Source: an optimization exercise on an open RTL-to-GDS flow (aim: small area and a short achievable clock period). Production flows keep margins and buffers that such runs may drop.
Function was checked by simulation only, so behaviour that the tests miss may differ from the original.
No activity file was given, so power comes from the tool's default toggle rates.

[design.v]
`timescale 1ns / 1ps
module fa(input a, b, c, output s, co);
    assign s = a ^ b ^ c;
    assign co = (a & b) | (a & c) | (b & c);
endmodule
module ha(input a, b, output s, co);
    assign s = a ^ b;
    assign co = a & b;
endmodule
module Optimized_Wallace(
    input clk, rst,
    input [15:0] A, B,
    output reg [31:0] PRODUCT
);
    reg [15:0] ra;
    reg rb15;
    reg one0;
    reg two0;
    reg neg0;
    reg one1;
    reg two1;
    reg neg1;
    reg one2;
    reg two2;
    reg neg2;
    reg one3;
    reg two3;
    reg neg3;
    reg one4;
    reg two4;
    reg neg4;
    reg one5;
    reg two5;
    reg neg5;
    reg one6;
    reg two6;
    reg neg6;
    reg one7;
    reg two7;
    reg neg7;
    reg [92:0] r2;
    reg [54:0] r3;
    reg v1, v2, v3;
    wire pp1 = ((one0 & ra[0])) ^ neg0;
    wire pp2 = ((one0 & ra[1]) | (two0 & ra[0])) ^ neg0;
    wire pp3 = ((one0 & ra[2]) | (two0 & ra[1])) ^ neg0;
    wire pp4 = ((one0 & ra[3]) | (two0 & ra[2])) ^ neg0;
    wire pp5 = ((one0 & ra[4]) | (two0 & ra[3])) ^ neg0;
    wire pp6 = ((one0 & ra[5]) | (two0 & ra[4])) ^ neg0;
    wire pp7 = ((one0 & ra[6]) | (two0 & ra[5])) ^ neg0;
    wire pp8 = ((one0 & ra[7]) | (two0 & ra[6])) ^ neg0;
    wire pp9 = ((one0 & ra[8]) | (two0 & ra[7])) ^ neg0;
    wire pp10 = ((one0 & ra[9]) | (two0 & ra[8])) ^ neg0;
    wire pp11 = ((one0 & ra[10]) | (two0 & ra[9])) ^ neg0;
    wire pp12 = ((one0 & ra[11]) | (two0 & ra[10])) ^ neg0;
    wire pp13 = ((one0 & ra[12]) | (two0 & ra[11])) ^ neg0;
    wire pp14 = ((one0 & ra[13]) | (two0 & ra[12])) ^ neg0;
    wire pp15 = ((one0 & ra[14]) | (two0 & ra[13])) ^ neg0;
    wire pp16 = ((one0 & ra[15]) | (two0 & ra[14])) ^ neg0;
    wire pp17 = ((two0 & ra[15])) ^ neg0;
    wire ns18 = ~neg0;
    wire pp19 = ((one1 & ra[0])) ^ neg1;
    wire pp20 = ((one1 & ra[1]) | (two1 & ra[0])) ^ neg1;
    wire pp21 = ((one1 & ra[2]) | (two1 & ra[1])) ^ neg1;
    wire pp22 = ((one1 & ra[3]) | (two1 & ra[2])) ^ neg1;
    wire pp23 = ((one1 & ra[4]) | (two1 & ra[3])) ^ neg1;
    wire pp24 = ((one1 & ra[5]) | (two1 & ra[4])) ^ neg1;
    wire pp25 = ((one1 & ra[6]) | (two1 & ra[5])) ^ neg1;
    wire pp26 = ((one1 & ra[7]) | (two1 & ra[6])) ^ neg1;
    wire pp27 = ((one1 & ra[8]) | (two1 & ra[7])) ^ neg1;
    wire pp28 = ((one1 & ra[9]) | (two1 & ra[8])) ^ neg1;
    wire pp29 = ((one1 & ra[10]) | (two1 & ra[9])) ^ neg1;
    wire pp30 = ((one1 & ra[11]) | (two1 & ra[10])) ^ neg1;
    wire pp31 = ((one1 & ra[12]) | (two1 & ra[11])) ^ neg1;
    wire pp32 = ((one1 & ra[13]) | (two1 & ra[12])) ^ neg1;
    wire pp33 = ((one1 & ra[14]) | (two1 & ra[13])) ^ neg1;
    wire pp34 = ((one1 & ra[15]) | (two1 & ra[14])) ^ neg1;
    wire pp35 = ((two1 & ra[15])) ^ neg1;
    wire ns36 = ~neg1;
    wire pp37 = ((one2 & ra[0])) ^ neg2;
    wire pp38 = ((one2 & ra[1]) | (two2 & ra[0])) ^ neg2;
    wire pp39 = ((one2 & ra[2]) | (two2 & ra[1])) ^ neg2;
    wire pp40 = ((one2 & ra[3]) | (two2 & ra[2])) ^ neg2;
    wire pp41 = ((one2 & ra[4]) | (two2 & ra[3])) ^ neg2;
    wire pp42 = ((one2 & ra[5]) | (two2 & ra[4])) ^ neg2;
    wire pp43 = ((one2 & ra[6]) | (two2 & ra[5])) ^ neg2;
    wire pp44 = ((one2 & ra[7]) | (two2 & ra[6])) ^ neg2;
    wire pp45 = ((one2 & ra[8]) | (two2 & ra[7])) ^ neg2;
    wire pp46 = ((one2 & ra[9]) | (two2 & ra[8])) ^ neg2;
    wire pp47 = ((one2 & ra[10]) | (two2 & ra[9])) ^ neg2;
    wire pp48 = ((one2 & ra[11]) | (two2 & ra[10])) ^ neg2;
    wire pp49 = ((one2 & ra[12]) | (two2 & ra[11])) ^ neg2;
    wire pp50 = ((one2 & ra[13]) | (two2 & ra[12])) ^ neg2;
    wire pp51 = ((one2 & ra[14]) | (two2 & ra[13])) ^ neg2;
    wire pp52 = ((one2 & ra[15]) | (two2 & ra[14])) ^ neg2;
    wire pp53 = ((two2 & ra[15])) ^ neg2;
    wire ns54 = ~neg2;
    wire pp55 = ((one3 & ra[0])) ^ neg3;
    wire pp56 = ((one3 & ra[1]) | (two3 & ra[0])) ^ neg3;
    wire pp57 = ((one3 & ra[2]) | (two3 & ra[1])) ^ neg3;
    wire pp58 = ((one3 & ra[3]) | (two3 & ra[2])) ^ neg3;
    wire pp59 = ((one3 & ra[4]) | (two3 & ra[3])) ^ neg3;
    wire pp60 = ((one3 & ra[5]) | (two3 & ra[4])) ^ neg3;
    wire pp61 = ((one3 & ra[6]) | (two3 & ra[5])) ^ neg3;
    wire pp62 = ((one3 & ra[7]) | (two3 & ra[6])) ^ neg3;
    wire pp63 = ((one3 & ra[8]) | (two3 & ra[7])) ^ neg3;
    wire pp64 = ((one3 & ra[9]) | (two3 & ra[8])) ^ neg3;
    wire pp65 = ((one3 & ra[10]) | (two3 & ra[9])) ^ neg3;
    wire pp66 = ((one3 & ra[11]) | (two3 & ra[10])) ^ neg3;
    wire pp67 = ((one3 & ra[12]) | (two3 & ra[11])) ^ neg3;
    wire pp68 = ((one3 & ra[13]) | (two3 & ra[12])) ^ neg3;
    wire pp69 = ((one3 & ra[14]) | (two3 & ra[13])) ^ neg3;
    wire pp70 = ((one3 & ra[15]) | (two3 & ra[14])) ^ neg3;
    wire pp71 = ((two3 & ra[15])) ^ neg3;
    wire ns72 = ~neg3;
    wire pp73 = ((one4 & ra[0])) ^ neg4;
    wire pp74 = ((one4 & ra[1]) | (two4 & ra[0])) ^ neg4;
    wire pp75 = ((one4 & ra[2]) | (two4 & ra[1])) ^ neg4;
    wire pp76 = ((one4 & ra[3]) | (two4 & ra[2])) ^ neg4;
    wire pp77 = ((one4 & ra[4]) | (two4 & ra[3])) ^ neg4;
    wire pp78 = ((one4 & ra[5]) | (two4 & ra[4])) ^ neg4;
    wire pp79 = ((one4 & ra[6]) | (two4 & ra[5])) ^ neg4;
    wire pp80 = ((one4 & ra[7]) | (two4 & ra[6])) ^ neg4;
    wire pp81 = ((one4 & ra[8]) | (two4 & ra[7])) ^ neg4;
    wire pp82 = ((one4 & ra[9]) | (two4 & ra[8])) ^ neg4;
    wire pp83 = ((one4 & ra[10]) | (two4 & ra[9])) ^ neg4;
    wire pp84 = ((one4 & ra[11]) | (two4 & ra[10])) ^ neg4;
    wire pp85 = ((one4 & ra[12]) | (two4 & ra[11])) ^ neg4;
    wire pp86 = ((one4 & ra[13]) | (two4 & ra[12])) ^ neg4;
    wire pp87 = ((one4 & ra[14]) | (two4 & ra[13])) ^ neg4;
    wire pp88 = ((one4 & ra[15]) | (two4 & ra[14])) ^ neg4;
    wire pp89 = ((two4 & ra[15])) ^ neg4;
    wire ns90 = ~neg4;
    wire pp91 = ((one5 & ra[0])) ^ neg5;
    wire pp92 = ((one5 & ra[1]) | (two5 & ra[0])) ^ neg5;
    wire pp93 = ((one5 & ra[2]) | (two5 & ra[1])) ^ neg5;
    wire pp94 = ((one5 & ra[3]) | (two5 & ra[2])) ^ neg5;
    wire pp95 = ((one5 & ra[4]) | (two5 & ra[3])) ^ neg5;
    wire pp96 = ((one5 & ra[5]) | (two5 & ra[4])) ^ neg5;
    wire pp97 = ((one5 & ra[6]) | (two5 & ra[5])) ^ neg5;
    wire pp98 = ((one5 & ra[7]) | (two5 & ra[6])) ^ neg5;
    wire pp99 = ((one5 & ra[8]) | (two5 & ra[7])) ^ neg5;
    wire pp100 = ((one5 & ra[9]) | (two5 & ra[8])) ^ neg5;
    wire pp101 = ((one5 & ra[10]) | (two5 & ra[9])) ^ neg5;
    wire pp102 = ((one5 & ra[11]) | (two5 & ra[10])) ^ neg5;
    wire pp103 = ((one5 & ra[12]) | (two5 & ra[11])) ^ neg5;
    wire pp104 = ((one5 & ra[13]) | (two5 & ra[12])) ^ neg5;
    wire pp105 = ((one5 & ra[14]) | (two5 & ra[13])) ^ neg5;
    wire pp106 = ((one5 & ra[15]) | (two5 & ra[14])) ^ neg5;
    wire pp107 = ((two5 & ra[15])) ^ neg5;
    wire ns108 = ~neg5;
    wire pp109 = ((one6 & ra[0])) ^ neg6;
    wire pp110 = ((one6 & ra[1]) | (two6 & ra[0])) ^ neg6;
    wire pp111 = ((one6 & ra[2]) | (two6 & ra[1])) ^ neg6;
    wire pp112 = ((one6 & ra[3]) | (two6 & ra[2])) ^ neg6;
    wire pp113 = ((one6 & ra[4]) | (two6 & ra[3])) ^ neg6;
    wire pp114 = ((one6 & ra[5]) | (two6 & ra[4])) ^ neg6;
    wire pp115 = ((one6 & ra[6]) | (two6 & ra[5])) ^ neg6;
    wire pp116 = ((one6 & ra[7]) | (two6 & ra[6])) ^ neg6;
    wire pp117 = ((one6 & ra[8]) | (two6 & ra[7])) ^ neg6;
    wire pp118 = ((one6 & ra[9]) | (two6 & ra[8])) ^ neg6;
    wire pp119 = ((one6 & ra[10]) | (two6 & ra[9])) ^ neg6;
    wire pp120 = ((one6 & ra[11]) | (two6 & ra[10])) ^ neg6;
    wire pp121 = ((one6 & ra[12]) | (two6 & ra[11])) ^ neg6;
    wire pp122 = ((one6 & ra[13]) | (two6 & ra[12])) ^ neg6;
    wire pp123 = ((one6 & ra[14]) | (two6 & ra[13])) ^ neg6;
    wire pp124 = ((one6 & ra[15]) | (two6 & ra[14])) ^ neg6;
    wire pp125 = ((two6 & ra[15])) ^ neg6;
    wire ns126 = ~neg6;
    wire pp127 = ((one7 & ra[0])) ^ neg7;
    wire pp128 = ((one7 & ra[1]) | (two7 & ra[0])) ^ neg7;
    wire pp129 = ((one7 & ra[2]) | (two7 & ra[1])) ^ neg7;
    wire pp130 = ((one7 & ra[3]) | (two7 & ra[2])) ^ neg7;
    wire pp131 = ((one7 & ra[4]) | (two7 & ra[3])) ^ neg7;
    wire pp132 = ((one7 & ra[5]) | (two7 & ra[4])) ^ neg7;
    wire pp133 = ((one7 & ra[6]) | (two7 & ra[5])) ^ neg7;
    wire pp134 = ((one7 & ra[7]) | (two7 & ra[6])) ^ neg7;
    wire pp135 = ((one7 & ra[8]) | (two7 & ra[7])) ^ neg7;
    wire pp136 = ((one7 & ra[9]) | (two7 & ra[8])) ^ neg7;
    wire pp137 = ((one7 & ra[10]) | (two7 & ra[9])) ^ neg7;
    wire pp138 = ((one7 & ra[11]) | (two7 & ra[10])) ^ neg7;
    wire pp139 = ((one7 & ra[12]) | (two7 & ra[11])) ^ neg7;
    wire pp140 = ((one7 & ra[13]) | (two7 & ra[12])) ^ neg7;
    wire pp141 = ((one7 & ra[14]) | (two7 & ra[13])) ^ neg7;
    wire pp142 = ((one7 & ra[15]) | (two7 & ra[14])) ^ neg7;
    wire pp143 = ((two7 & ra[15])) ^ neg7;
    wire ns144 = ~neg7;
    wire pp145 = rb15 & ra[0];
    wire pp146 = rb15 & ra[1];
    wire pp147 = rb15 & ra[2];
    wire pp148 = rb15 & ra[3];
    wire pp149 = rb15 & ra[4];
    wire pp150 = rb15 & ra[5];
    wire pp151 = rb15 & ra[6];
    wire pp152 = rb15 & ra[7];
    wire pp153 = rb15 & ra[8];
    wire pp154 = rb15 & ra[9];
    wire pp155 = rb15 & ra[10];
    wire pp156 = rb15 & ra[11];
    wire pp157 = rb15 & ra[12];
    wire pp158 = rb15 & ra[13];
    wire pp159 = rb15 & ra[14];
    wire pp160 = rb15 & ra[15];
    wire s161, c162;
    fa u_s161 (.a(pp3), .b(pp19), .c(neg1), .s(s161), .co(c162));
    wire s163, c164;
    fa u_s163 (.a(pp5), .b(pp21), .c(pp37), .s(s163), .co(c164));
    wire s165, c166;
    fa u_s165 (.a(pp6), .b(pp22), .c(pp38), .s(s165), .co(c166));
    wire s167, c168;
    fa u_s167 (.a(pp7), .b(pp23), .c(pp39), .s(s167), .co(c168));
    wire s169, c170;
    fa u_s169 (.a(pp8), .b(pp24), .c(pp40), .s(s169), .co(c170));
    wire s171, c172;
    fa u_s171 (.a(pp9), .b(pp25), .c(pp41), .s(s171), .co(c172));
    wire s173, c174;
    fa u_s173 (.a(pp57), .b(pp73), .c(neg4), .s(s173), .co(c174));
    wire s175, c176;
    fa u_s175 (.a(pp10), .b(pp26), .c(pp42), .s(s175), .co(c176));
    wire s177, c178;
    fa u_s177 (.a(pp11), .b(pp27), .c(pp43), .s(s177), .co(c178));
    wire s179, c180;
    fa u_s179 (.a(pp59), .b(pp75), .c(pp91), .s(s179), .co(c180));
    wire s181, c182;
    fa u_s181 (.a(pp12), .b(pp28), .c(pp44), .s(s181), .co(c182));
    wire s183, c184;
    fa u_s183 (.a(pp60), .b(pp76), .c(pp92), .s(s183), .co(c184));
    wire s185, c186;
    fa u_s185 (.a(pp13), .b(pp29), .c(pp45), .s(s185), .co(c186));
    wire s187, c188;
    fa u_s187 (.a(pp61), .b(pp77), .c(pp93), .s(s187), .co(c188));
    wire s189, c190;
    fa u_s189 (.a(pp14), .b(pp30), .c(pp46), .s(s189), .co(c190));
    wire s191, c192;
    fa u_s191 (.a(pp62), .b(pp78), .c(pp94), .s(s191), .co(c192));
    wire s193, c194;
    fa u_s193 (.a(pp15), .b(pp31), .c(pp47), .s(s193), .co(c194));
    wire s195, c196;
    fa u_s195 (.a(pp63), .b(pp79), .c(pp95), .s(s195), .co(c196));
    wire s197, c198;
    fa u_s197 (.a(pp111), .b(pp127), .c(neg7), .s(s197), .co(c198));
    wire s199, c200;
    fa u_s199 (.a(pp16), .b(pp32), .c(pp48), .s(s199), .co(c200));
    wire s201, c202;
    fa u_s201 (.a(pp64), .b(pp80), .c(pp96), .s(s201), .co(c202));
    wire s203, c204;
    ha u_s203 (.a(pp112), .b(pp128), .s(s203), .co(c204));
    wire s205, c206;
    fa u_s205 (.a(pp17), .b(pp33), .c(pp49), .s(s205), .co(c206));
    wire s207, c208;
    fa u_s207 (.a(pp65), .b(pp81), .c(pp97), .s(s207), .co(c208));
    wire s209, c210;
    fa u_s209 (.a(pp113), .b(pp129), .c(pp145), .s(s209), .co(c210));
    wire s211, c212;
    fa u_s211 (.a(neg0), .b(pp34), .c(pp50), .s(s211), .co(c212));
    wire s213, c214;
    fa u_s213 (.a(pp66), .b(pp82), .c(pp98), .s(s213), .co(c214));
    wire s215, c216;
    fa u_s215 (.a(pp114), .b(pp130), .c(pp146), .s(s215), .co(c216));
    wire s217, c218;
    fa u_s217 (.a(neg0), .b(pp35), .c(pp51), .s(s217), .co(c218));
    wire s219, c220;
    fa u_s219 (.a(pp67), .b(pp83), .c(pp99), .s(s219), .co(c220));
    wire s221, c222;
    fa u_s221 (.a(pp115), .b(pp131), .c(pp147), .s(s221), .co(c222));
    wire s223, c224;
    fa u_s223 (.a(ns18), .b(ns36), .c(pp52), .s(s223), .co(c224));
    wire s225, c226;
    fa u_s225 (.a(pp68), .b(pp84), .c(pp100), .s(s225), .co(c226));
    wire s227, c228;
    fa u_s227 (.a(pp116), .b(pp132), .c(pp148), .s(s227), .co(c228));
    wire s229 = ~(pp53 ^ pp69);
    wire c230 = pp53 | pp69;
    wire s231, c232;
    fa u_s231 (.a(pp85), .b(pp101), .c(pp117), .s(s231), .co(c232));
    wire s233, c234;
    ha u_s233 (.a(pp133), .b(pp149), .s(s233), .co(c234));
    wire s235, c236;
    fa u_s235 (.a(ns54), .b(pp70), .c(pp86), .s(s235), .co(c236));
    wire s237, c238;
    fa u_s237 (.a(pp102), .b(pp118), .c(pp134), .s(s237), .co(c238));
    wire s239 = ~(pp71 ^ pp87);
    wire c240 = pp71 | pp87;
    wire s241, c242;
    fa u_s241 (.a(pp103), .b(pp119), .c(pp135), .s(s241), .co(c242));
    wire s243, c244;
    fa u_s243 (.a(ns72), .b(pp88), .c(pp104), .s(s243), .co(c244));
    wire s245, c246;
    fa u_s245 (.a(pp120), .b(pp136), .c(pp152), .s(s245), .co(c246));
    wire s247 = ~(pp89 ^ pp105);
    wire c248 = pp89 | pp105;
    wire s249, c250;
    fa u_s249 (.a(pp121), .b(pp137), .c(pp153), .s(s249), .co(c250));
    wire s251, c252;
    fa u_s251 (.a(ns90), .b(pp106), .c(pp122), .s(s251), .co(c252));
    wire s253 = ~(pp107 ^ pp123);
    wire c254 = pp107 | pp123;
    wire s255, c256;
    fa u_s255 (.a(ns108), .b(pp124), .c(pp140), .s(s255), .co(c256));
    wire s257 = ~(pp125 ^ pp141);
    wire c258 = pp125 | pp141;
    wire s259, c260;
    fa u_s259 (.a(ns126), .b(pp142), .c(pp158), .s(s259), .co(c260));
    wire s261 = ~(pp143 ^ pp159);
    wire c262 = pp143 | pp159;
    wire s263, c264;
    fa u_s263 (.a(c162), .b(pp4), .c(pp20), .s(s263), .co(c264));
    wire s265, c266;
    fa u_s265 (.a(c166), .b(s167), .c(pp55), .s(s265), .co(c266));
    wire s267, c268;
    fa u_s267 (.a(c168), .b(s169), .c(pp56), .s(s267), .co(c268));
    wire s269, c270;
    fa u_s269 (.a(c170), .b(s171), .c(s173), .s(s269), .co(c270));
    wire s271, c272;
    fa u_s271 (.a(c172), .b(c174), .c(s175), .s(s271), .co(c272));
    wire s273, c274;
    fa u_s273 (.a(c176), .b(s177), .c(s179), .s(s273), .co(c274));
    wire s275, c276;
    fa u_s275 (.a(c178), .b(c180), .c(s181), .s(s275), .co(c276));
    wire s277, c278;
    fa u_s277 (.a(c182), .b(c184), .c(s185), .s(s277), .co(c278));
    wire s279, c280;
    fa u_s279 (.a(s187), .b(pp109), .c(neg6), .s(s279), .co(c280));
    wire s281, c282;
    fa u_s281 (.a(c186), .b(c188), .c(s189), .s(s281), .co(c282));
    wire s283, c284;
    ha u_s283 (.a(s191), .b(pp110), .s(s283), .co(c284));
    wire s285, c286;
    fa u_s285 (.a(c190), .b(c192), .c(s193), .s(s285), .co(c286));
    wire s287, c288;
    ha u_s287 (.a(s195), .b(s197), .s(s287), .co(c288));
    wire s289, c290;
    fa u_s289 (.a(c194), .b(c196), .c(c198), .s(s289), .co(c290));
    wire s291, c292;
    fa u_s291 (.a(s199), .b(s201), .c(s203), .s(s291), .co(c292));
    wire s293, c294;
    fa u_s293 (.a(c200), .b(c202), .c(c204), .s(s293), .co(c294));
    wire s295, c296;
    fa u_s295 (.a(s205), .b(s207), .c(s209), .s(s295), .co(c296));
    wire s297, c298;
    fa u_s297 (.a(c206), .b(c208), .c(c210), .s(s297), .co(c298));
    wire s299, c300;
    fa u_s299 (.a(s211), .b(s213), .c(s215), .s(s299), .co(c300));
    wire s301, c302;
    fa u_s301 (.a(c212), .b(c214), .c(c216), .s(s301), .co(c302));
    wire s303, c304;
    fa u_s303 (.a(s217), .b(s219), .c(s221), .s(s303), .co(c304));
    wire s305, c306;
    fa u_s305 (.a(c218), .b(c220), .c(c222), .s(s305), .co(c306));
    wire s307, c308;
    fa u_s307 (.a(s223), .b(s225), .c(s227), .s(s307), .co(c308));
    wire s309, c310;
    fa u_s309 (.a(c224), .b(c226), .c(c228), .s(s309), .co(c310));
    wire s311, c312;
    fa u_s311 (.a(s229), .b(s231), .c(s233), .s(s311), .co(c312));
    wire s313, c314;
    fa u_s313 (.a(c230), .b(c232), .c(c234), .s(s313), .co(c314));
    wire s315, c316;
    fa u_s315 (.a(s235), .b(s237), .c(pp150), .s(s315), .co(c316));
    wire s317, c318;
    fa u_s317 (.a(c236), .b(c238), .c(s239), .s(s317), .co(c318));
    wire s319, c320;
    ha u_s319 (.a(s241), .b(pp151), .s(s319), .co(c320));
    wire s321, c322;
    fa u_s321 (.a(c240), .b(c242), .c(s243), .s(s321), .co(c322));
    wire s323, c324;
    fa u_s323 (.a(c244), .b(c246), .c(s247), .s(s323), .co(c324));
    wire s325, c326;
    fa u_s325 (.a(c248), .b(c250), .c(s251), .s(s325), .co(c326));
    wire s327, c328;
    fa u_s327 (.a(c252), .b(s253), .c(pp139), .s(s327), .co(c328));
    wire s329, c330;
    fa u_s329 (.a(c254), .b(s255), .c(pp156), .s(s329), .co(c330));
    wire s331, c332;
    fa u_s331 (.a(c256), .b(s257), .c(pp157), .s(s331), .co(c332));
    wire s333, c334;
    fa u_s333 (.a(c262), .b(ns144), .c(pp160), .s(s333), .co(c334));
    wire s335, c336;
    fa u_s335 (.a(r2[5]), .b(r2[6]), .c(r2[7]), .s(s335), .co(c336));
    wire s337, c338;
    fa u_s337 (.a(r2[16]), .b(r2[17]), .c(r2[18]), .s(s337), .co(c338));
    wire s339, c340;
    fa u_s339 (.a(r2[20]), .b(r2[21]), .c(r2[22]), .s(s339), .co(c340));
    wire s341, c342;
    fa u_s341 (.a(r2[23]), .b(r2[24]), .c(r2[25]), .s(s341), .co(c342));
    wire s343, c344;
    fa u_s343 (.a(r2[26]), .b(r2[27]), .c(r2[28]), .s(s343), .co(c344));
    wire s345, c346;
    fa u_s345 (.a(r2[29]), .b(r2[30]), .c(r2[31]), .s(s345), .co(c346));
    wire s347, c348;
    fa u_s347 (.a(r2[33]), .b(r2[34]), .c(r2[35]), .s(s347), .co(c348));
    wire s349, c350;
    fa u_s349 (.a(r2[37]), .b(r2[38]), .c(r2[39]), .s(s349), .co(c350));
    wire s351, c352;
    fa u_s351 (.a(r2[41]), .b(r2[42]), .c(r2[43]), .s(s351), .co(c352));
    wire s353, c354;
    fa u_s353 (.a(r2[45]), .b(r2[46]), .c(r2[47]), .s(s353), .co(c354));
    wire s355, c356;
    fa u_s355 (.a(r2[49]), .b(r2[50]), .c(r2[51]), .s(s355), .co(c356));
    wire s357, c358;
    fa u_s357 (.a(r2[53]), .b(r2[54]), .c(r2[55]), .s(s357), .co(c358));
    wire s359, c360;
    fa u_s359 (.a(r2[57]), .b(r2[58]), .c(r2[59]), .s(s359), .co(c360));
    wire s361, c362;
    fa u_s361 (.a(r2[61]), .b(r2[62]), .c(r2[63]), .s(s361), .co(c362));
    wire s363, c364;
    fa u_s363 (.a(r2[65]), .b(r2[66]), .c(r2[67]), .s(s363), .co(c364));
    wire s365, c366;
    fa u_s365 (.a(r2[69]), .b(r2[70]), .c(r2[71]), .s(s365), .co(c366));
    wire s367, c368;
    fa u_s367 (.a(r2[73]), .b(r2[74]), .c(r2[75]), .s(s367), .co(c368));
    wire s369, c370;
    fa u_s369 (.a(r2[76]), .b(r2[77]), .c(r2[78]), .s(s369), .co(c370));
    wire s371, c372;
    fa u_s371 (.a(r2[80]), .b(r2[81]), .c(r2[82]), .s(s371), .co(c372));
    wire s373, c374;
    fa u_s373 (.a(r2[87]), .b(r2[88]), .c(r2[89]), .s(s373), .co(c374));
    wire s375, c376;
    fa u_s375 (.a(c336), .b(r2[8]), .c(r2[9]), .s(s375), .co(c376));
    wire s377, c378;
    ha u_s377 (.a(r2[10]), .b(r2[11]), .s(s377), .co(c378));
    wire s379, c380;
    ha u_s379 (.a(r2[12]), .b(r2[13]), .s(s379), .co(c380));
    wire s381, c382;
    ha u_s381 (.a(r2[14]), .b(r2[15]), .s(s381), .co(c382));
    wire s383, c384;
    ha u_s383 (.a(s337), .b(r2[19]), .s(s383), .co(c384));
    wire s385, c386;
    ha u_s385 (.a(c338), .b(s339), .s(s385), .co(c386));
    wire s387, c388;
    ha u_s387 (.a(c340), .b(s341), .s(s387), .co(c388));
    wire s389, c390;
    ha u_s389 (.a(c342), .b(s343), .s(s389), .co(c390));
    wire s391, c392;
    fa u_s391 (.a(c344), .b(s345), .c(r2[32]), .s(s391), .co(c392));
    wire s393, c394;
    fa u_s393 (.a(c346), .b(s347), .c(r2[36]), .s(s393), .co(c394));
    wire s395, c396;
    fa u_s395 (.a(c348), .b(s349), .c(r2[40]), .s(s395), .co(c396));
    wire s397, c398;
    fa u_s397 (.a(c350), .b(s351), .c(r2[44]), .s(s397), .co(c398));
    wire s399, c400;
    fa u_s399 (.a(c352), .b(s353), .c(r2[48]), .s(s399), .co(c400));
    wire s401, c402;
    fa u_s401 (.a(c354), .b(s355), .c(r2[52]), .s(s401), .co(c402));
    wire s403, c404;
    fa u_s403 (.a(c356), .b(s357), .c(r2[56]), .s(s403), .co(c404));
    wire s405, c406;
    fa u_s405 (.a(c358), .b(s359), .c(r2[60]), .s(s405), .co(c406));
    wire s407, c408;
    fa u_s407 (.a(c360), .b(s361), .c(r2[64]), .s(s407), .co(c408));
    wire s409, c410;
    fa u_s409 (.a(c362), .b(s363), .c(r2[68]), .s(s409), .co(c410));
    wire s411, c412;
    fa u_s411 (.a(c364), .b(s365), .c(r2[72]), .s(s411), .co(c412));
    wire s413, c414;
    ha u_s413 (.a(c366), .b(s367), .s(s413), .co(c414));
    wire s415, c416;
    fa u_s415 (.a(c368), .b(s369), .c(r2[79]), .s(s415), .co(c416));
    wire s417, c418;
    ha u_s417 (.a(c370), .b(s371), .s(s417), .co(c418));
    wire s419, c420;
    fa u_s419 (.a(c372), .b(r2[83]), .c(r2[84]), .s(s419), .co(c420));
    wire s421, c422;
    ha u_s421 (.a(r2[85]), .b(r2[86]), .s(s421), .co(c422));
    wire s423, c424;
    fa u_s423 (.a(c374), .b(r2[90]), .c(r2[91]), .s(s423), .co(c424));
    wire g425, p426;
    ha u_p426 (.a(r2[0]), .b(r2[1]), .s(p426), .co(g425));
    wire g427, p428;
    ha u_p428 (.a(c376), .b(s377), .s(p428), .co(g427));
    wire g429, p430;
    ha u_p430 (.a(c378), .b(s379), .s(p430), .co(g429));
    wire g431, p432;
    ha u_p432 (.a(c380), .b(s381), .s(p432), .co(g431));
    wire g433, p434;
    ha u_p434 (.a(c382), .b(s383), .s(p434), .co(g433));
    wire g435, p436;
    ha u_p436 (.a(c384), .b(s385), .s(p436), .co(g435));
    wire g437, p438;
    ha u_p438 (.a(c386), .b(s387), .s(p438), .co(g437));
    wire g439, p440;
    ha u_p440 (.a(c388), .b(s389), .s(p440), .co(g439));
    wire g441, p442;
    ha u_p442 (.a(c390), .b(s391), .s(p442), .co(g441));
    wire g443, p444;
    ha u_p444 (.a(c392), .b(s393), .s(p444), .co(g443));
    wire g445, p446;
    ha u_p446 (.a(c394), .b(s395), .s(p446), .co(g445));
    wire g447, p448;
    ha u_p448 (.a(c396), .b(s397), .s(p448), .co(g447));
    wire g449, p450;
    ha u_p450 (.a(c398), .b(s399), .s(p450), .co(g449));
    wire g451, p452;
    ha u_p452 (.a(c400), .b(s401), .s(p452), .co(g451));
    wire g453, p454;
    ha u_p454 (.a(c402), .b(s403), .s(p454), .co(g453));
    wire g455, p456;
    ha u_p456 (.a(c404), .b(s405), .s(p456), .co(g455));
    wire g457, p458;
    ha u_p458 (.a(c406), .b(s407), .s(p458), .co(g457));
    wire g459, p460;
    ha u_p460 (.a(c408), .b(s409), .s(p460), .co(g459));
    wire g461, p462;
    ha u_p462 (.a(c410), .b(s411), .s(p462), .co(g461));
    wire g463, p464;
    ha u_p464 (.a(c412), .b(s413), .s(p464), .co(g463));
    wire g465, p466;
    ha u_p466 (.a(c414), .b(s415), .s(p466), .co(g465));
    wire g467, p468;
    ha u_p468 (.a(c416), .b(s417), .s(p468), .co(g467));
    wire g469, p470;
    ha u_p470 (.a(c418), .b(s419), .s(p470), .co(g469));
    wire g471, p472;
    ha u_p472 (.a(c420), .b(s421), .s(p472), .co(g471));
    wire g473, p474;
    ha u_p474 (.a(c422), .b(s373), .s(p474), .co(g473));
    wire g475, p476;
    ha u_p476 (.a(c424), .b(r2[92]), .s(p476), .co(g475));
    wire t477 = p426 | g425;
    wire t478 = p428 | g427;
    wire t479 = p430 | g429;
    wire t480 = p432 | g431;
    wire t481 = p434 | g433;
    wire G482 = 1'b0 | (r2[2] & g425);
    wire P483 = r2[2] & t477;
    wire G484 = 1'b0 | (r2[3] & 1'b0);
    wire P485 = r2[3] & r2[2];
    wire G486 = 1'b0 | (r2[4] & 1'b0);
    wire P487 = r2[4] & r2[3];
    wire G488 = 1'b0 | (s335 & 1'b0);
    wire P489 = s335 & r2[4];
    wire G490 = 1'b0 | (s375 & 1'b0);
    wire P491 = s375 & s335;
    wire G492 = g427 | (t478 & 1'b0);
    wire P493 = t478 & s375;
    wire G494 = g429 | (t479 & g427);
    wire P495 = t479 & t478;
    wire G496 = g431 | (t480 & g429);
    wire P497 = t480 & t479;
    wire G498 = g433 | (t481 & g431);
    wire P499 = t481 & t480;
    wire G500 = G484 | (P485 & g425);
    wire P501 = P485 & t477;
    wire G502 = G486 | (P487 & G482);
    wire P503 = P487 & P483;
    wire G504 = G488 | (P489 & G484);
    wire P505 = P489 & P485;
    wire G506 = G490 | (P491 & G486);
    wire P507 = P491 & P487;
    wire G508 = G492 | (P493 & G488);
    wire P509 = P493 & P489;
    wire G510 = G494 | (P495 & G490);
    wire P511 = P495 & P491;
    wire G512 = G496 | (P497 & G492);
    wire P513 = P497 & P493;
    wire G514 = G498 | (P499 & G494);
    wire P515 = P499 & P495;
    wire G516 = G504 | (P505 & g425);
    wire P517 = P505 & t477;
    wire G518 = G506 | (P507 & G482);
    wire P519 = P507 & P483;
    wire G520 = G508 | (P509 & G500);
    wire P521 = P509 & P501;
    wire G522 = G510 | (P511 & G502);
    wire P523 = P511 & P503;
    wire G524 = G512 | (P513 & G504);
    wire P525 = P513 & P505;
    wire G526 = G514 | (P515 & G506);
    wire P527 = P515 & P507;
    wire G528 = G524 | (P525 & g425);
    wire P529 = P525 & t477;
    wire G530 = G526 | (P527 & G482);
    wire P531 = P527 & P483;
    wire sum532 = p426;
    wire sum533 = r2[2] ^ g425;
    wire sum534 = r2[3] ^ G482;
    wire sum535 = r2[4] ^ G500;
    wire sum536 = s335 ^ G502;
    wire sum537 = s375 ^ G516;
    wire sum538 = p428 ^ G518;
    wire sum539 = p430 ^ G520;
    wire sum540 = p432 ^ G522;
    wire sum541 = p434 ^ G528;
    wire t542 = r3[11] | r3[12];
    wire t543 = r3[13] | r3[14];
    wire t544 = r3[15] | r3[16];
    wire t545 = r3[17] | r3[18];
    wire t546 = r3[19] | r3[20];
    wire t547 = r3[21] | r3[22];
    wire t548 = r3[23] | r3[24];
    wire t549 = r3[25] | r3[26];
    wire t550 = r3[27] | r3[28];
    wire t551 = r3[29] | r3[30];
    wire t552 = r3[31] | r3[32];
    wire t553 = r3[33] | r3[34];
    wire t554 = r3[35] | r3[36];
    wire t555 = r3[37] | r3[38];
    wire t556 = r3[39] | r3[40];
    wire t557 = r3[41] | r3[42];
    wire t558 = r3[43] | r3[44];
    wire t559 = r3[45] | r3[46];
    wire t560 = r3[47] | r3[48];
    wire t561 = r3[49] | r3[50];
    wire t562 = r3[51] | r3[52];
    wire t563 = r3[53] | r3[54];
    wire g564 = r3[12] | (r3[11] & r3[10]);
    wire G565 = r3[14] | (t543 & g564);
    wire P566 = t543 & t542;
    wire G567 = r3[16] | (t544 & r3[14]);
    wire P568 = t544 & t543;
    wire G569 = r3[18] | (t545 & r3[16]);
    wire P570 = t545 & t544;
    wire G571 = r3[20] | (t546 & r3[18]);
    wire P572 = t546 & t545;
    wire G573 = r3[22] | (t547 & r3[20]);
    wire P574 = t547 & t546;
    wire G575 = r3[24] | (t548 & r3[22]);
    wire P576 = t548 & t547;
    wire G577 = r3[26] | (t549 & r3[24]);
    wire P578 = t549 & t548;
    wire G579 = r3[28] | (t550 & r3[26]);
    wire P580 = t550 & t549;
    wire G581 = r3[30] | (t551 & r3[28]);
    wire P582 = t551 & t550;
    wire G583 = r3[32] | (t552 & r3[30]);
    wire P584 = t552 & t551;
    wire G585 = r3[34] | (t553 & r3[32]);
    wire P586 = t553 & t552;
    wire G587 = r3[36] | (t554 & r3[34]);
    wire P588 = t554 & t553;
    wire G589 = r3[38] | (t555 & r3[36]);
    wire P590 = t555 & t554;
    wire G591 = r3[40] | (t556 & r3[38]);
    wire P592 = t556 & t555;
    wire G593 = r3[42] | (t557 & r3[40]);
    wire P594 = t557 & t556;
    wire G595 = r3[44] | (t558 & r3[42]);
    wire P596 = t558 & t557;
    wire G597 = r3[46] | (t559 & r3[44]);
    wire P598 = t559 & t558;
    wire G599 = r3[48] | (t560 & r3[46]);
    wire P600 = t560 & t559;
    wire G601 = r3[50] | (t561 & r3[48]);
    wire P602 = t561 & t560;
    wire G603 = r3[52] | (t562 & r3[50]);
    wire P604 = t562 & t561;
    wire G605 = r3[54] | (t563 & r3[52]);
    wire P606 = t563 & t562;
    wire G607 = G567 | (P568 & g564);
    wire P608 = P568 & t542;
    wire G609 = G569 | (P570 & G565);
    wire P610 = P570 & P566;
    wire G611 = G571 | (P572 & G567);
    wire P612 = P572 & P568;
    wire G613 = G573 | (P574 & G569);
    wire P614 = P574 & P570;
    wire G615 = G575 | (P576 & G571);
    wire P616 = P576 & P572;
    wire G617 = G577 | (P578 & G573);
    wire P618 = P578 & P574;
    wire G619 = G579 | (P580 & G575);
    wire P620 = P580 & P576;
    wire G621 = G581 | (P582 & G577);
    wire P622 = P582 & P578;
    wire G623 = G583 | (P584 & G579);
    wire P624 = P584 & P580;
    wire G625 = G585 | (P586 & G581);
    wire P626 = P586 & P582;
    wire G627 = G587 | (P588 & G583);
    wire P628 = P588 & P584;
    wire G629 = G589 | (P590 & G585);
    wire P630 = P590 & P586;
    wire G631 = G591 | (P592 & G587);
    wire P632 = P592 & P588;
    wire G633 = G593 | (P594 & G589);
    wire P634 = P594 & P590;
    wire G635 = G595 | (P596 & G591);
    wire P636 = P596 & P592;
    wire G637 = G597 | (P598 & G593);
    wire P638 = P598 & P594;
    wire G639 = G599 | (P600 & G595);
    wire P640 = P600 & P596;
    wire G641 = G601 | (P602 & G597);
    wire P642 = P602 & P598;
    wire G643 = G603 | (P604 & G599);
    wire P644 = P604 & P600;
    wire G645 = G605 | (P606 & G601);
    wire P646 = P606 & P602;
    wire G647 = G611 | (P612 & g564);
    wire P648 = P612 & t542;
    wire G649 = G613 | (P614 & G565);
    wire P650 = P614 & P566;
    wire G651 = G615 | (P616 & G607);
    wire P652 = P616 & P608;
    wire G653 = G617 | (P618 & G609);
    wire P654 = P618 & P610;
    wire G655 = G619 | (P620 & G611);
    wire P656 = P620 & P612;
    wire G657 = G621 | (P622 & G613);
    wire P658 = P622 & P614;
    wire G659 = G623 | (P624 & G615);
    wire P660 = P624 & P616;
    wire G661 = G625 | (P626 & G617);
    wire P662 = P626 & P618;
    wire G663 = G627 | (P628 & G619);
    wire P664 = P628 & P620;
    wire G665 = G629 | (P630 & G621);
    wire P666 = P630 & P622;
    wire G667 = G631 | (P632 & G623);
    wire P668 = P632 & P624;
    wire G669 = G633 | (P634 & G625);
    wire P670 = P634 & P626;
    wire G671 = G635 | (P636 & G627);
    wire P672 = P636 & P628;
    wire G673 = G637 | (P638 & G629);
    wire P674 = P638 & P630;
    wire G675 = G639 | (P640 & G631);
    wire P676 = P640 & P632;
    wire G677 = G641 | (P642 & G633);
    wire P678 = P642 & P634;
    wire G679 = G643 | (P644 & G635);
    wire P680 = P644 & P636;
    wire G681 = G645 | (P646 & G637);
    wire P682 = P646 & P638;
    wire G683 = G655 | (P656 & g564);
    wire P684 = P656 & t542;
    wire G685 = G657 | (P658 & G565);
    wire P686 = P658 & P566;
    wire G687 = G659 | (P660 & G607);
    wire P688 = P660 & P608;
    wire G689 = G661 | (P662 & G609);
    wire P690 = P662 & P610;
    wire G691 = G663 | (P664 & G647);
    wire P692 = P664 & P648;
    wire G693 = G665 | (P666 & G649);
    wire P694 = P666 & P650;
    wire G695 = G667 | (P668 & G651);
    wire P696 = P668 & P652;
    wire G697 = G669 | (P670 & G653);
    wire P698 = P670 & P654;
    wire G699 = G671 | (P672 & G655);
    wire P700 = P672 & P656;
    wire G701 = G673 | (P674 & G657);
    wire P702 = P674 & P658;
    wire G703 = G675 | (P676 & G659);
    wire P704 = P676 & P660;
    wire G705 = G677 | (P678 & G661);
    wire P706 = P678 & P662;
    wire G707 = G679 | (P680 & G663);
    wire P708 = P680 & P664;
    wire G709 = G681 | (P682 & G665);
    wire P710 = P682 & P666;
    wire G711 = G699 | (P700 & g564);
    wire P712 = P700 & t542;
    wire G713 = G701 | (P702 & G565);
    wire P714 = P702 & P566;
    wire G715 = G703 | (P704 & G607);
    wire P716 = P704 & P608;
    wire G717 = G705 | (P706 & G609);
    wire P718 = P706 & P610;
    wire G719 = G707 | (P708 & G647);
    wire P720 = P708 & P648;
    wire G721 = G709 | (P710 & G649);
    wire P722 = P710 & P650;
    wire sum723 = r3[11] ^ r3[10];
    wire sum724 = r3[13] ^ g564;
    wire sum725 = r3[15] ^ G565;
    wire sum726 = r3[17] ^ G607;
    wire sum727 = r3[19] ^ G609;
    wire sum728 = r3[21] ^ G647;
    wire sum729 = r3[23] ^ G649;
    wire sum730 = r3[25] ^ G651;
    wire sum731 = r3[27] ^ G653;
    wire sum732 = r3[29] ^ G683;
    wire sum733 = r3[31] ^ G685;
    wire sum734 = r3[33] ^ G687;
    wire sum735 = r3[35] ^ G689;
    wire sum736 = r3[37] ^ G691;
    wire sum737 = r3[39] ^ G693;
    wire sum738 = r3[41] ^ G695;
    wire sum739 = r3[43] ^ G697;
    wire sum740 = r3[45] ^ G711;
    wire sum741 = r3[47] ^ G713;
    wire sum742 = r3[49] ^ G715;
    wire sum743 = r3[51] ^ G717;
    wire sum744 = r3[53] ^ G719;
    wire [31:0] sum = {sum744, sum743, sum742, sum741, sum740, sum739, sum738, sum737, sum736, sum735, sum734, sum733, sum732, sum731, sum730, sum729, sum728, sum727, sum726, sum725, sum724, sum723, r3[9], r3[8], r3[7], r3[6], r3[5], r3[4], r3[3], r3[2], r3[1], r3[0]};
    always @(posedge clk or posedge rst) begin
        if (rst) begin
            v1 <= 1'b0; v2 <= 1'b0; v3 <= 1'b0;
            PRODUCT <= 32'd0;
        end else begin
            v1 <= 1'b1; v2 <= v1; v3 <= v2;
            PRODUCT <= sum & {32{v3}};
        end
    end
    always @(posedge clk) begin
        ra <= A;
        rb15 <= B[15];
        one0 <= B[0] ^ 1'b0;
        two0 <= (B[1] & ~B[0] & ~1'b0) | (~B[1] & B[0] & 1'b0);
        neg0 <= B[1] & ~(B[0] & 1'b0);
        one1 <= B[2] ^ B[1];
        two1 <= (B[3] & ~B[2] & ~B[1]) | (~B[3] & B[2] & B[1]);
        neg1 <= B[3] & ~(B[2] & B[1]);
        one2 <= B[4] ^ B[3];
        two2 <= (B[5] & ~B[4] & ~B[3]) | (~B[5] & B[4] & B[3]);
        neg2 <= B[5] & ~(B[4] & B[3]);
        one3 <= B[6] ^ B[5];
        two3 <= (B[7] & ~B[6] & ~B[5]) | (~B[7] & B[6] & B[5]);
        neg3 <= B[7] & ~(B[6] & B[5]);
        one4 <= B[8] ^ B[7];
        two4 <= (B[9] & ~B[8] & ~B[7]) | (~B[9] & B[8] & B[7]);
        neg4 <= B[9] & ~(B[8] & B[7]);
        one5 <= B[10] ^ B[9];
        two5 <= (B[11] & ~B[10] & ~B[9]) | (~B[11] & B[10] & B[9]);
        neg5 <= B[11] & ~(B[10] & B[9]);
        one6 <= B[12] ^ B[11];
        two6 <= (B[13] & ~B[12] & ~B[11]) | (~B[13] & B[12] & B[11]);
        neg6 <= B[13] & ~(B[12] & B[11]);
        one7 <= B[14] ^ B[13];
        two7 <= (B[15] & ~B[14] & ~B[13]) | (~B[15] & B[14] & B[13]);
        neg7 <= B[15] & ~(B[14] & B[13]);
        r2 <= {s333, s261, c260, s259, c258, c332, s331, c330, s329, c328, pp155, s327, c326, pp154, pp138, s325, c324, s249, s323, c322, s245, s321, c320, c318, s319, s317, c316, c314, s315, s313, c312, c310, s311, s309, c308, c306, s307, s305, c304, c302, s303, s301, c300, c298, s299, s297, c296, c294, s295, s293, c292, c290, s291, s289, c288, c286, s287, s285, c284, c282, s283, s281, c280, c278, s279, s277, c276, s183, s275, c274, neg5, s273, c272, pp74, pp58, s271, c270, s269, c268, s267, c266, neg3, s265, s165, c164, neg2, s163, c264, s263, s161, pp2, neg0, pp1};
        r3 <= {g475, p476, 1'b0, s423, g473, p474, g471, p472, g469, p470, g467, p468, g465, p466, g463, p464, g461, p462, g459, p460, g457, p458, g455, p456, g453, p454, g451, p452, g449, p450, g447, p448, g445, p446, g443, p444, g441, p442, g439, p440, g437, p438, g435, p436, G530, sum541, sum540, sum539, sum538, sum537, sum536, sum535, sum534, sum533, sum532};
    end
endmodule
[constraint.sdc]
create_clock -name core_clock -period 3.0 [get_ports {clk}]
set_input_delay 0.6000 -clock core_clock [delete_from_list [all_inputs] [get_ports {clk}]]
set_output_delay 0.6000 -clock core_clock [all_outputs]
set_load 0.01 [all_outputs]
[flow/run.sh]
#!/bin/bash
# The standard layout (the standard.sh: ORFS synthesis through finish),
# with the port buffers made of sky130_fd_sc_hd__buf_1 instead of the
# resizer's default pick.  Every tool's output goes to a log in this folder
# (make's own output to flow_make.log, ORFS's per-step logs under orfs/logs).
set -euo pipefail
export BUFFER_PORTS_ARGS="-buffer_cell sky130_fd_sc_hd__buf_1"
bash standard.sh finish > flow_make.log 2>&1
[config.mk]
export PLATFORM = sky130hd
export DESIGN_NAME = Optimized_Wallace
export DESIGN_NICKNAME = Optimized_Wallace
export VERILOG_FILES = /design/flow/design.v
export SDC_FILE = /design/flow/constraint.sdc
export NUM_CORES = 4
export LEC_CHECK = 0
export CAP_MARGIN = 20
export CORE_MARGIN = 2
export CORE_UTILIZATION = 60
export CTS_BUF_LIST = sky130_fd_sc_hd__clkbuf_16
export CTS_CLUSTER_DIAMETER = 100
export CTS_CLUSTER_SIZE = 25
export SETUP_SLACK_MARGIN = 1.4
export SLEW_MARGIN = 20
export SYNTH_HIERARCHICAL = 1
export SYNTH_MINIMUM_KEEP_SIZE = 0
export TNS_END_PERCENT = 0
[standard.sh]
#!/bin/bash
# synth_recipe.tcl (not shown) runs the flow's synth.tcl, then flattens the netlist and writes it again
# the make line also repeats each setting of config.mk as NAME=value (left out here)
make -C /OpenROAD-flow-scripts/flow DESIGN_CONFIG=/design/flow/config.mk WORK_HOME=/design/flow/orfs CLKGATE_MAP_FILE= SYNTH_SCRIPT=/design/flow/synth_recipe.tcl "${@:-finish}"
==> results of run 1 <==
==> modules after synthesis, one instance, submodules excluded <==
module,flip-flops and latches,cell area [um2],cells,copies in the design
Optimized_Wallace,222,8717,837,1
fa,0,20.02,1,111
ha,0,12.51,1,41
==> state kept, by name, summed over array words and instances (netlist names), 16 cells and up <==
signal,flops
r3,53
ra,16
PRODUCT,32
r2,93
==> through the flow <==
| step | hold slack (ns) | worst slack [ns] | utilization (%) |
|---|---|---|---|
| finish | 0.1753 | 0.9138 | 68.25 |
| CTS | 0.1789 | 0.9433 | 68.17 |
| global placement | 0.3378 | 0.5512 | 65.53 |
| detailed placement | 0.3410 | 0.5263 | 65.53 |
| floorplan | 0.3300 | 1.044 | - |
| global route | 0.1987 | 0.8606 | 68.25 |
==> logic make-up after synthesis <==
family                     Yosys count
DFF                                222
AOI/OAI and AO/OA                  190
adders and majority gates          167
xor gates and xnor gates           152
and+or+nand+nor                    141
buffers and inverters              108
muxes                                8
other                                1
==> what timing repair did <==
action,CTS,global route
pin swaps,2,2
gates cloned,0,0
endpoints found under the setup margin,125,133
resized for setup,51,4
==> where the power goes <==
part           total [uW]  switching (uW)  internal [uW]
sequential           4860             752           4110
combinational        5010            2600           2410
clock                1670             889            786
total               11500            4240           7310
==> worst paths after layout <==
| path | startpoint | end | slack, ns | cells past startpoint |
|---|---|---|---|---|
| setup / recovery | two2 | r2[40] | 0.91 | 5 |
| hold / removal | rst | PRODUCT[21] | 0.18 | 3 |
| setup reg to reg | two2 | r2[40] | 0.91 | 5 |
| hold reg to reg | v1 | v2 | 0.37 | 0 |
| max in group asynchronous | rst | v3 | 2.54 | 3 |
| min in group core_clock | A[10] | ra[10] | 0.21 | 1 |
==> critical path, delay by kind of cell, from the launching register on <==
kind            cells  cell delay [ns]
fa+ha+maj           2             0.99
buf+inv             1             0.21
compound gates      1             0.13
flops               1             0.34
xor+xnor            1             0.28
==> metal layers <==
layer / track usage [%] / up-vias / routed length (um)
met5: 0 / - / 0
met4: 6.947 / 0 / 467
met3: 4.240 / 51 / 1880
met2: 40.20 / 306 / 11180
met1: 34.92 / 3586 / 10950
li1: - / 3375 / -
==> cells in the final DEF, fill, tap and decap left out, types with 33 or more instances in the layout <==
cell,synthesis,layout
dfxtp_1,187,167
xnor2_1,147,142
fa_1,111,108
buf_1,3,65
a22oi_1,120,64
a22oi_2,0,56
ha_1,56,55
dfrtp_1,35,35
nand2_1,33,33
==> final cells by class <==
cell class,instances,area share [%]
timing repair buffer,103,4.440
inverter,23,0.6763
sequential,222,36.70
tap,234,2.293
clock buffer,13,2.548
multi-input combinational,659,53.17
clock inverter,6,0.1764
==> results.cfg, run 1 <==
[routing]
ant_nets = 0
via_count = 7318
drc = 0
drt-pass1-iter-count = 5
routed_wl_um = 24480
routed_via_density = 5.808
wl_per_cell_um = 19.43
first_iter_violations = 514

[cts]
post_cts_buffers = 0
cts_tree = done
clk_latency_ns = 0.47
h-tree-depth = 1
cts_made_buffers = 12
cts_root_buffer = clkbuf_16
hold_buffers = 0
cts_max_path_buffers = 3
clock-sinks = 222
clk_pin_slew_ns = 0.10

[logic_synthesis]
syn-num-nets = 1190
synth_top_area_share_pct = 32.69
synth_commonest_cells = dfxtp_1 (187), xnor2_1 (147), a22oi_1 (120)
yosysSeqAreaShare_pct = 40.34
synthMuxAreaShare_pct = 0.6992
yosysUniqueCellTypes = 45
synth_xor_area_share_pct = 11.62
synthesis.area_mm2 = 0.01145
synth-edff-count = 0
ys_ff_latch = 222
synth_top_family_by_area = adder cells
synth-simple-area-share_pct = 6.424
synth_cells = 989
yosys.area.top_type = dfxtp_1
ys_async_sr_fraction_pct = 15.77
synth_fa_ha_area_share_pct = 25.52
yosys_warnings = 7
syn_avg_cell_area_um2 = 11.58
yosysMostFrequentCell = dfxtp_1
synthFlopType = dfxtp_1
synth_area_leaders = dfxtp_1 (33%), fa_1 (19%), xnor2_1 (11%), a22oi_1 (7.9%), dfrtp_1 (7.6%)
synth-compound-area-share_pct = 11.82

[finish]
postLayoutCellArea_mm2 = 0.01277
regArea_mm2 = 0.004684
fillers = 1401
drive_gt1_share_pct = 14.13
fin_cells = 1260
multi_input_area_mm2 = 0.006788
nNetsFinal = 1222
area_growth_pct = 11.47
antennaDiodeCount = 0

[grt]
grt_pass1_vias = 7544
grt_overflow = 0
grtUsageTotal_pct = 24.88
antenna_found_initial = 0
grt_pass1_wl_um = 39470
grt_max_degree = 36

[floorplan]
io_pins = 66
die_area_mm2 = 0.02021
core_mm2 = 0.01871
start_util_pct = 61.22
die_y_um = 142.2
num_rows = 50
die_w_um = 142.2

[worst_setup_path]
path_cells = buf_6 -> a22oi_2 -> xnor2_2 -> fa_1 -> fa_1
cp_slowest_cell = fa_1
endpoint_kind = flip-flop
crit_type = reg -> reg
cp.arrival_ns = 2.43
crit_path_max_fanout = 16
setup.worst_path.start_class = flip-flop
cp_common_cell = fa_1
crit_required_ns = 3.34
slowest_delay_ns = 0.50

[timing]
hold_viol_final = 0
period_needed_ns = 2.086
tns_ns = 0
relSlewSlack_pct = 54.22
rsz0062_at_grt = yes
fin_skew_ns = 0.01487
worst_slew_pin_slew_ns = 0.6858
max_freq_mhz = 479.3
min_period_over_period_pct = 69.54
finalSetupViolations = 0
final_max_slew_viol_count = 0

[min_path]
hp-class = in -> async

[placed_design]
hpwl_um = 17390
io_buffers = 65
routabilityCongestion = 0.9117
dp.cells = 1241
dpl_cell_area_mm2 = 0.01226

[power_and_ir_drop]
ir_worst_vdd_v = 0.0004300
cellLeakagePower_uw = 0.005041
power_uw = 11540
powerDensity_mw_per_mm2 = 904.3

[run_status]
status = no timing/DRC/antenna violations

[run]
drv_cap = 0
==> inputs of run 2 (changes only) <==
--- a/config.mk
+++ b/config.mk
@@ -7,10 +7,11 @@
 export LEC_CHECK = 0
 export CAP_MARGIN = 20
 export CORE_MARGIN = 2
-export CORE_UTILIZATION = 60
+export CORE_UTILIZATION = 40
 export CTS_BUF_LIST = sky130_fd_sc_hd__clkbuf_16
 export CTS_CLUSTER_DIAMETER = 100
 export CTS_CLUSTER_SIZE = 25
+export PLACE_DENSITY = 0.75
 export SETUP_SLACK_MARGIN = 1.4
 export SLEW_MARGIN = 20
 export SYNTH_HIERARCHICAL = 1
==> results.cfg, run 2 <==
[run_status]
status = no timing/DRC/antenna violations

[logic_synthesis]
ys_async_sr_fraction_pct = 15.77
synthFlopType = dfxtp_1
synth_commonest_cells = dfxtp_1 (187), xnor2_1 (147), a22oi_1 (120)
synth-edff-count = 0
synth-simple-area-share_pct = 6.424
synthMuxAreaShare_pct = 0.6992
synth_top_area_share_pct = 32.69
yosysUniqueCellTypes = 45
ys_ff_latch = 222
syn_avg_cell_area_um2 = 11.58
yosysSeqAreaShare_pct = 40.34
yosysMostFrequentCell = dfxtp_1
synth_fa_ha_area_share_pct = 25.52
synth_top_family_by_area = adder cells
yosys_warnings = 7
synth_cells = 989
synth-compound-area-share_pct = 11.82
syn-num-nets = 1190
synth_area_leaders = dfxtp_1 (33%), fa_1 (19%), xnor2_1 (11%), a22oi_1 (7.9%), dfrtp_1 (7.6%)
synth_xor_area_share_pct = 11.62
yosys.area.top_type = dfxtp_1
synthesis.area_mm2 = 0.01145

[finish]
antennaDiodeCount = 0
drive_gt1_share_pct = 15.91
reg_top3 = r2: 93 flops, r3: 53 flops, PRODUCT: 32 flops
fillers = 2511
area_growth_pct = 15.08
largest_register = r2
nNetsFinal = 1234
postLayoutCellArea_mm2 = 0.01318
most-common-layout-cells = dfxtp_1 (169), xnor2_1 (138), fa_1 (109), buf_1 (65), a22oi_1 (62)
final_common_cell = dfxtp_1
regArea_mm2 = 0.004664
largest_register_ffs = 93
multi_input_area_mm2 = 0.006859

[grt]
grt_pass1_wl_um = 40780
grt_max_degree = 31
antenna_found_initial = 0
grt_overflow = 0
grtUsageTotal_pct = 16.71
grt_pass1_vias = 7891

[placed_design]
dpl_cell_area_mm2 = 0.01250
hpwl_um = 17690
io_buffers = 65
routabilityCongestion = 0.9021
pre_cts_slack_ns = 0.6419

[timing]
hold_viol_final = 0
fin_skew_ns = 0.02565
max_freq_mhz = 487.5
final_max_slew_viol_count = 0
min_period_over_period_pct = 68.38
worst_slew_pin_slew_ns = 0.5790
fin_ws_ns = 0.9486
relSlewSlack_pct = 61.35
period_needed_ns = 2.051
tns_ns = 0
finalSetupViolations = 0
rsz0062_at_grt = yes

[run]
drv_cap = 0

[floorplan]
die_w_um = 173.2
core_mm2 = 0.02801
num_rows = 61
start_util_pct = 40.89
io_pins = 66
die_area_mm2 = 0.03000
die_y_um = 173.2

[routing]
ant_nets = 0
wl_per_cell_um = 17.56
first_iter_violations = 489
drc = 0
routed_wl_um = 24850
drt-pass1-iter-count = 5
routed_via_density = 5.213
via_count = 7376

[power_and_ir_drop]
p_seq_share_pct = 41.5
ir_worst_vdd_v = 0.0003582
powerDensity_mw_per_mm2 = 881.5
switching_share_pct = 36.60
switchingPower_uw = 4251
cellLeakagePower_uw = 0.005152
p_int_uw = 7366
power_uw = 11620
clkPwrFrac_pct = 14.6
pwr-share-comb_pct = 43.9

[cts]
cts_made_buffers = 12
h-tree-depth = 1
clk_pin_slew_ns = 0.09
cts_tree = done
cts_root_buffer = clkbuf_16
clock-sinks = 222
cts_max_path_buffers = 3
clk_latency_ns = 0.48

[worst_setup_path]
crit_path_max_fanout = 10
worstRegToRegCells = 4
rr_startpoint = neg6
r2r_end = r2[64]
crit_required_ns = 3.34
endpoint_kind = flip-flop
setup.worst_path.start_class = flip-flop
r2r_slack_ns = 0.95
crit_type = reg -> reg
cp.arrival_ns = 2.39

[min_path]
hp-class = in -> async
## run 2: cell count changes in the layout (fill, tap and decap cells not counted), sizes merged
| cell | change |
|---|---|
| inv | -2 |
| clkinv | +1 |
| buf | +12 |
## run 2: layer usage
layer / track usage, % / wire length [um] / vias up
met5: 0 / 0 / -
met3: 2.682 / 1852 / 46
met1: 21.93 / 10810 / 3639
li1: - / - / 3400
met2: 27.88 / 11600 / 291
met4: 6.215 / 587 / 0
## run 2: what timing repair did
item / 4_1_cts / 5_1_grt
setup endpoints to repair: 135 / 155
gates resized for setup: 47 / 31
pin swaps: 13 / 14
setup buffers: 1 / 2
hold buffers: 0 / 0
## run 2: power by group through the flow
| stage | clock (uW) | sequential (uW) | combinational (uW) |
|---|---|---|---|
| after global routing | 1870 | 4950 | 5920 |
| after CTS | 1750 | 4800 | 5100 |
| after floorplan | 0 | 4730 | 3650 |
| after global placement | 0 | 4850 | 4640 |
| final | 1700 | 4820 | 5100 |
| after detailed placement | 0 | 4870 | 4970 |
## run 2: Yosys stat by module (local to each module, per instance)
module / cell area [um2] / times used
Optimized_Wallace: 8717 / 1
fa: 20.02 / 111
ha: 12.51 / 41
## run 2: cell type report
cell class	count	area share [%]
flip-flops and latches	222	35.39
well taps	378	3.589
clock inverters	5	0.1519
repair buffers	115	5.696
inverters	23	0.6551
multi-input cells	659	52.05
clock buffers	13	2.468
## run 2: cells by family after synthesis
group | Yosys count
buffers and inverters | 108
adders and majority gates | 167
AOI/OAI and AO/OA | 190
muxes | 8
and+or+nand+nor | 141
DFF | 222
xor gates and xnor gates | 152
other | 1
## run 2: critical path, stage by stage, from the launching register on
cell and delay, ns:
dfxtp_2 0.57, buf_4 0.23, xnor2_1 0.15, fa_1 0.50, fa_1 0.49
## run 2: worst max path at each step
stage / start / endpoint / cells after the start
finish: neg6 / r2[64] / 4
global route: r3[11] / PRODUCT[23] / 7
CTS: r2[5] / r3[9] / 7
detailed placement: two4 / r2[44] / 5
global placement: ra[13] / r2[44] / 5
floorplan: ra[6] / r2[28] / 6
## run 2: per-stage QoR
step / std cells / hold WS (ns) / utilization (%)
3_5_place_dp: 1393 / 0.3347 / 44.62
3_3_place_gp: 1393 / 0.3350 / 44.62
2_1_floorplan: 989 / 0.3300 / -
4_1_cts: 1412 / 0.1856 / 46.40
5_1_grt: 1415 / 0.003876 / 47.05
6_report: 1415 / 0.004768 / 47.05

port drivers added, routing unchanged:
Ports are ideal in the flow. The routed layouts listed here were re-timed in OpenROAD. Step 1 (the two cells are an assumption about what drives the block):
set clk [get_ports {clk}]
set_driving_cell -lib_cell sky130_fd_sc_hd__clkbuf_16 $clk
set_driving_cell -lib_cell sky130_fd_sc_hd__buf_2 [delete_from_list [all_inputs] $clk]
Step 2 also shifts input and output timing later by t, the mid clock arrival at the registers, as if the neighbouring blocks saw the same clock. Three values: no drivers, after step 1, after step 2; two values: the first two.
run	t (ns)	setup slack, ns	hold WS [ns]	latest minus earliest clock arrival (ns)
run 1	0.512	0.914 / 0.914 / 0.914	0.175 / 0.150 / 0.366	0.017 / 0.016
run 2	0.517	0.949 / 0.949 / 0.949	0.005 / -0.024 / 0.355	0.026 / 0.026
After both steps setup and hold are still met in every run listed.
